Context: an optimization exercise on an open-source flow, tuned for small area. The choices shown serve that exercise and are no tape-out recipe.
Only simulation tests tie the RTL to the original design; equivalence was not proved.
No activity file was given, so power comes from the tool's default toggle rates.

==> design/flow/design.v <==
module FrequencyDetector(MAX10_CLK1_50, KEY, HEX0, HEX1, HEX2, HEX3, HEX4, HEX5, LEDR, SW, GPIO);
	input MAX10_CLK1_50;
	input [1:0] KEY;  
	output reg [6:0] HEX0, HEX1, HEX2, HEX3, HEX4, HEX5;  
	output reg [9:0] LEDR;
	input [9:0] SW;
	input [34:0] GPIO;
	reg [26:0] output_frequency;
	reg [26:0] output_pulse_width;
	reg [26:0] full_width_count;
	reg [26:0] num_pulse_width;
	reg [26:0] num_period_width;
	reg [26:0] count_pos_pos;
	reg [26:0] count_pos_neg;	
	reg[3:0] digit0, digit1, digit2, digit3, digit4, digit5;
	reg edgeFront, edgeBack, edgePos, edgeNeg;
	always @ (posedge MAX10_CLK1_50)
	begin
		if (SW[1] == 1) begin
			count_pos_pos <= 0;
			count_pos_neg <= 0;
			output_frequency <= 0;
			output_pulse_width <= 0;
			num_period_width <= 0;
			full_width_count <= 0;
			num_pulse_width <= 0;
			num_period_width <= 0;
			digit0 <= 0;
			digit1 <= 0;
			digit2 <= 0;
			digit3 <= 0;
			digit4 <= 0;
			digit5 <= 0;
			LEDR <= 8'b000000000;
		end
		else begin
			count_pos_pos <= count_pos_pos + 1;
			full_width_count <= count_pos_pos;
			count_pos_neg <= count_pos_neg + 1;
			if (count_pos_pos > 50000000) begin
				count_pos_pos <= 0; end
			if (count_pos_neg > 50000000) begin
				count_pos_neg <= 0; end
			if (SW[0] > 0) begin
				edgeFront <= KEY[1]; end
			else begin
				edgeFront <= ~GPIO[0]; end
			edgeBack <= edgeFront;
			edgePos <= (~edgeFront) & edgeBack;
			edgeNeg <= edgeFront & (~edgeBack);
			if (edgeNeg) begin
				num_pulse_width <= count_pos_neg;
			end
			if (edgePos) begin
				count_pos_neg <= 0;
				count_pos_pos <= 0;
				num_period_width <= full_width_count;
			end
			output_pulse_width <= (num_period_width == 0) ? 0 : (100 * num_pulse_width) / num_period_width;
			digit0 <= output_pulse_width / 100;
			digit1 <= (output_pulse_width / 10) % 10;
			digit2 <= output_pulse_width % 10;
			output_frequency <= (num_period_width == 0) ? 0 : 50000000 / num_period_width;
			if (output_frequency >= 1000000) begin
				digit3 <= output_frequency / 100000000;
				digit4 <= (output_frequency / 10000000) % 10;
				digit5 <= (output_frequency % 10000000)/1000000;
				LEDR[2] <= 0;
				LEDR[1] <= 0;
				LEDR[0] <= 1;end
			else if (output_frequency >= 1000) begin
				digit3 <= output_frequency / 100000;
				digit4 <= (output_frequency / 10000) % 10;
				digit5 <= (output_frequency % 10000)/1000;
				LEDR[2] <= 0;
				LEDR[1] <= 1;
				LEDR[0] <= 0;end
			else begin
				digit3 <= output_frequency / 100;
				digit4 <= (output_frequency / 10) % 10;
				digit5 <= output_frequency % 10;
				LEDR[2] <= 1;
				LEDR[1] <= 0;
				LEDR[0] <= 0;
			end
		end
	end
	always @ (posedge MAX10_CLK1_50)
	begin
		case(digit2)
		0:	HEX0[6:0] = 7'b1000000;
		1: HEX0[6:0] = 7'b1111001;
		2:	HEX0[6:0] = 7'b0100100;
		3:	HEX0[6:0] = 7'b0110000;
		4:	HEX0[6:0] = 7'b0011001;
		5:	HEX0[6:0] = 7'b0010010;
		6:	HEX0[6:0] = 7'b0000010;
		7:	HEX0[6:0] = 7'b1111000;
		8:	HEX0[6:0] = 7'b0000000;
		9:	HEX0[6:0] = 7'b0011000;
		default:	HEX0[6:0] = 7'b1111110;
	endcase
	case(digit1)
		0:	HEX1[6:0] = 7'b1000000;
		1: HEX1[6:0] = 7'b1111001;
		2:	HEX1[6:0] = 7'b0100100;
		3:	HEX1[6:0] = 7'b0110000;
		4:	HEX1[6:0] = 7'b0011001;
		5:	HEX1[6:0] = 7'b0010010;
		6:	HEX1[6:0] = 7'b0000010;
		7:	HEX1[6:0] = 7'b1111000;
		8:	HEX1[6:0] = 7'b0000000;
		9:	HEX1[6:0] = 7'b0011000;
		default:	HEX1[6:0] = 7'b1111110;
	endcase
	case(digit0)
		0:	HEX2[6:0] = 7'b1000000;
		1: HEX2[6:0] = 7'b1111001;
		2:	HEX2[6:0] = 7'b0100100;
		3:	HEX2[6:0] = 7'b0110000;
		4:	HEX2[6:0] = 7'b0011001;
		5:	HEX2[6:0] = 7'b0010010;
		6:	HEX2[6:0] = 7'b0000010;
		7:	HEX2[6:0] = 7'b1111000;
		8:	HEX2[6:0] = 7'b0000000;
		9:	HEX2[6:0] = 7'b0011000;
		default:	HEX2[6:0] = 7'b1111110;
	endcase
	case(digit5)
		0:	HEX3[6:0] = 7'b1000000;
		1: HEX3[6:0] = 7'b1111001;
		2:	HEX3[6:0] = 7'b0100100;
		3:	HEX3[6:0] = 7'b0110000;
		4:	HEX3[6:0] = 7'b0011001;
		5:	HEX3[6:0] = 7'b0010010;
		6:	HEX3[6:0] = 7'b0000010;
		7:	HEX3[6:0] = 7'b1111000;
		8:	HEX3[6:0] = 7'b0000000;
		9:	HEX3[6:0] = 7'b0011000;
		default:	HEX3[6:0] = 7'b1111110;
	endcase
	case(digit4)
		0:	HEX4[6:0] = 7'b1000000;
		1: HEX4[6:0] = 7'b1111001;
		2:	HEX4[6:0] = 7'b0100100;
		3:	HEX4[6:0] = 7'b0110000;
		4:	HEX4[6:0] = 7'b0011001;
		5:	HEX4[6:0] = 7'b0010010;
		6:	HEX4[6:0] = 7'b0000010;
		7:	HEX4[6:0] = 7'b1111000;
		8:	HEX4[6:0] = 7'b0000000;
		9:	HEX4[6:0] = 7'b0011000;
		default:	HEX4[6:0] = 7'b1111110;
	endcase
	case(digit3)
		0:	HEX5[6:0] = 7'b1000000;
		1: HEX5[6:0] = 7'b1111001;
		2:	HEX5[6:0] = 7'b0100100;
		3:	HEX5[6:0] = 7'b0110000;
		4:	HEX5[6:0] = 7'b0011001;
		5:	HEX5[6:0] = 7'b0010010;
		6:	HEX5[6:0] = 7'b0000010;
		7:	HEX5[6:0] = 7'b1111000;
		8:	HEX5[6:0] = 7'b0000000;
		9:	HEX5[6:0] = 7'b0011000;
		default:	HEX4[6:0] = 7'b1111110;
	endcase
	end
endmodule
==> design/flow/run.sh <==
#!/bin/bash
# synth_recipe.tcl (not shown) runs the flow's synth.tcl, then flattens the netlist and writes it again
# the make line also repeats each setting of config.mk as NAME=value (left out here)
make -C /OpenROAD-flow-scripts/flow DESIGN_CONFIG=/design/flow/config.mk WORK_HOME=/design/flow/orfs CLKGATE_MAP_FILE= SYNTH_SCRIPT=/design/flow/synth_recipe.tcl finish
==> design/flow/config.mk <==
export PLATFORM = sky130hd
export DESIGN_NAME = FrequencyDetector
export DESIGN_NICKNAME = FrequencyDetector
export VERILOG_FILES = /design/flow/design.v
export SDC_FILE = /design/flow/constraint.sdc
export NUM_CORES = 4
export LEC_CHECK = 0
export CAP_MARGIN = 20
export CORE_MARGIN = 2
export CORE_UTILIZATION = 40
export SLEW_MARGIN = 20
==> design/flow/constraint.sdc <==
create_clock -name core_clock -period 115.0 [get_ports {MAX10_CLK1_50}]
set_input_delay 23.0000 -clock core_clock [delete_from_list [all_inputs] [get_ports {MAX10_CLK1_50}]]
set_output_delay 23.0000 -clock core_clock [all_outputs]
set_load 0.01 [all_outputs]
==> metrics.yaml <==
run_status:
  outcome: "timing/DRC/antenna clean"
setup_path:
  worstPathArrival_ns: 107.00
  end_kind: "flip-flop"
  path_max_fanout: 23
  path_depth: 612
  r2r_cells: 612
  setup.worst_path.end: "output_frequency[0]"
  r2r-start: "num_period_width[24]"
  required_ns: 115.49
  r2r_slack_ns: 8.49
  slowest_stage: "or3b_2"
  cp_num_buf_inv: 22
  crit_family: "compound AO/OA/AOI/OAI gates"
  max_stage_delay_ns: 0.58
  reg2reg_to: "output_frequency[0]"
  crit_path_frequent_cell: "o21a_1"
  crit_path_start_kind: "flip-flop"
  crit_type: "reg2reg"
  startpoint: "num_period_width[24]"
grt:
  grt_pass1_vias: 116600
  grt_use_total_pct: 23.87
  antenna_found_initial: 5
  grt_max_degree: 124
  gr-total-overflow: 0
  grt_pass1_wl_um: 609200
timing:
  slew_headroom_pct: 9.820
  timing.setup.tns_ns: 0
  worst_slack_ns: 8.490
  rsz0062_at_grt: "yes"
  setup_violations: 0
  hold_violations: 0
  finalCritPeriodShare_pct: 92.62
  layout_min_cycle_time_ns: 106.51
  slew_violations: 0
  fmax_mhz: 9.389
  whs_ns: 0.4491
  worst_pin_slew_ns: 1.345
  finClkSkew_ns: 0.07083
drt:
  drc: 0
  vias_per_cell: 5.865
  wl_per_cell_um: 17.51
  drtIter0Drc: 8771
  num_vias: 126200
  wl_um: 376700
  antenna_left: 0
  drt-pass1-iter-count: 6
cts:
  ctsHoldBuffers: 0
  tritoncts: "done"
  path_clk_slew_ns: 0.07
  cts_inserted_buffers: 37
  cts-root-buf: "clkbuf_16"
  clockBufferDepth: 3
  insertion_delay_ns: 0.68
  cts_max_level: 2
  clock-sinks: 262
power_and_ir_drop:
  p_switching_w: 1.047
  powerClk_w: 0.000125
  seq_power_w: 0.000275
  combinationalPower_w: 1.88
  switching_share_pct: 55.76
  p_per_area_mw_per_mm2: 14640
  pwr-share-comb_pct: 100.0
  finalPower_w: 1.878
  seq_power_share_pct: 0
  max-vdd-ir-drop_mv: 8.594
  power_leader: "combinational cells"
  leakagePower_nw: 53.47
  p_clk_share_pct: 0
  internal-power_w: 0.8308
die:
  fp-row-count: 200
  dieArea_mm2: 0.3025
  start_util_pct: 40.18
  die_w_um: 550.0
  core-area_mm2: 0.2968
  die_h_um: 550.0
  io_pins: 100
synth:
  synth.yosys.seq_area_share_pct: 4.491
  synth_area_mm2: 0.1192
  synth_area_per_cell_um2: 6.766
  synth_cell_types: 153
  ys.flop_type: "dfxtp_1"
  synth_cells: 17620
  synth_edf_count: 11
  ys_seq_elements: 262
  async_flop_share_pct: 0
  yosys_warnings: 1
min_path:
  whs_path_depth: 2
  hold_start: "full_width_count[1]"
  hold_path.class: "reg2reg"
  worstHoldEndpoint: "num_period_width[1]"
final_layout:
  drive_above_1_share_pct: 7.614
  utilization_pct: 43.23
  fin_nets: 19220
  area_growth_pct: 7.603
placed_design:
  place_congestion: 0.9579
  place_ws_ns: 3.183
  hpwlAfterDp_um: 295200
  numPortBuffers: 49
run:
  max_cap_viol_count: 0
-- routing by layer --
layer / wire length, um / GRT usage, % / share of wire [%]
met1: 176400 / 32.24 / 47
met2: 171700 / 40.67 / 46
met3: 17990 / 1.577 / 4.8
met4: 10650 / 6.599 / 2.8
met5: 0 / 0 / 0
-- kinds of logic (layout without fill, tap and decap cells) --
group,Yosys count,count (layout),synth area share [%]
AO/OA/AOI/OAI,5531,5531,30.45
XOR/XNOR,1521,1521,11.21
adder cells (fa/ha/maj),1666,1666,17.55
buffers and inverters,1481,1415,4.762
flip-flops,262,262,4.491
multiplexers,530,530,4.792
other,1,20,0.003145
AND/OR/NAND/NOR,6632,6633,26.74
-- flip-flops by register name, summed over array words and instances (netlist names) --
name                count
count_pos_neg          27
count_pos_pos          27
full_width_count       27
num_period_width       27
num_pulse_width        27
output_frequency       27
output_pulse_width     27
HEX0                    7
HEX1                    7
HEX2                    7
HEX3                    7
HEX4                    7
HEX5                    7
digit0                  4
digit1                  4
digit2                  4
digit3                  4
digit4                  4
digit5                  4
LEDR                    3
edgeBack                1
edgeFront               1
edgeNeg                 1
edgePos                 1
-- stage by stage --
stage | instances | cell area, um^2
after global placement | 21400 | 125700
after CTS | 21470 | 127000
after floorplan | 17640 | 119300
after global routing | 21510 | 128300
after detailed placement | 21400 | 125700
final | 21520 | 128300
-- cells in the mapped netlist, drive strengths merged (268+ instances only) --
| cell type | instances | area, um^2 |
|---|---|---|
| a21o | 607 | 4558 |
| xor2 | 579 | 5079 |
| a21oi | 1557 | 7856 |
| nand3 | 407 | 2052 |
| nor3 | 594 | 3003 |
| mux2 | 285 | 3213 |
| nor2 | 2091 | 7859 |
| nand2 | 1557 | 5857 |
| inv | 807 | 3029 |
| o31ai | 318 | 2457 |
| o21ai | 1167 | 5882 |
| clkbuf | 528 | 1982 |
| ha | 1608 | 20120 |
| xnor2 | 939 | 8224 |
| nand2b | 391 | 2449 |
| nor2b | 268 | 1677 |
| o21a | 398 | 2988 |
-- final cells by class --
cell class | count | area [um^2]
multi-input combinational | 15900 | 109400
clock buffer | 47 | 1025
inverter | 818 | 3097
fill | 31330 | 168500
clock inverter | 20 | 246.5
sequential | 262 | 5360
tap | 3939 | 4928
antenna | 6 | 15.01
timing repair buffer | 530 | 4232
-- placed cells by master, fill, tap and decap left out, drive strengths merged, types with 137 or more instances in the layout --
cell type and count:
and2 262, nand4 196, and3 147, nand2 1557, nor3 594, or3 156, a31oi 163, nor4 137
mux2i 243, o31ai 318, mux2 285, o21a 398, xor2 579, nor2 2091, nor2b 268, a211oi 178
inv 800, o21ai 1167, ha 1608, xnor2 939, nand3 407, buf 481, nand2b 391, a21oi 1557
dfxtp 251, a21o 607
-- what timing repair did --
| item | in CTS | in global routing |
|---|---|---|
| setup buffers | 0 | 37 |
| gates resized for setup | 0 | 240 |
| endpoints found under the setup margin | 0 | 5 |

==> separate check: timing with driven ports <==
How much do the figures lean on ideal ports? The routed layout below was timed once more, with nothing changed but the port constraints.
Step 1 (the two cells are an assumption about what drives the block):
set clk [get_ports {MAX10_CLK1_50}]
set_driving_cell -lib_cell sky130_fd_sc_hd__clkbuf_16 $clk
set_driving_cell -lib_cell sky130_fd_sc_hd__buf_2 [delete_from_list [all_inputs] $clk]
Step 2, shift: input delay + t, output delay - t, t = (earliest + latest rising clock arrival at the registers) / 2. This alone moves slack from input paths to output paths.
Slacks: ideal ports / drivers / drivers and shift; pairs: ideal ports / drivers.
t, ns: 0.732
setup WS [ns]: 8.490 / 8.490 / 8.490
hold WS [ns]: 0.449 / 0.449 / 0.449
worst slew at a driven data input, ns: 0.04
cell pins on the clock port's net: 1
After both steps setup and hold are still met in this run. The setup slack of this run moves by 0.000 ns with the drivers and by 0.000 ns with both steps.
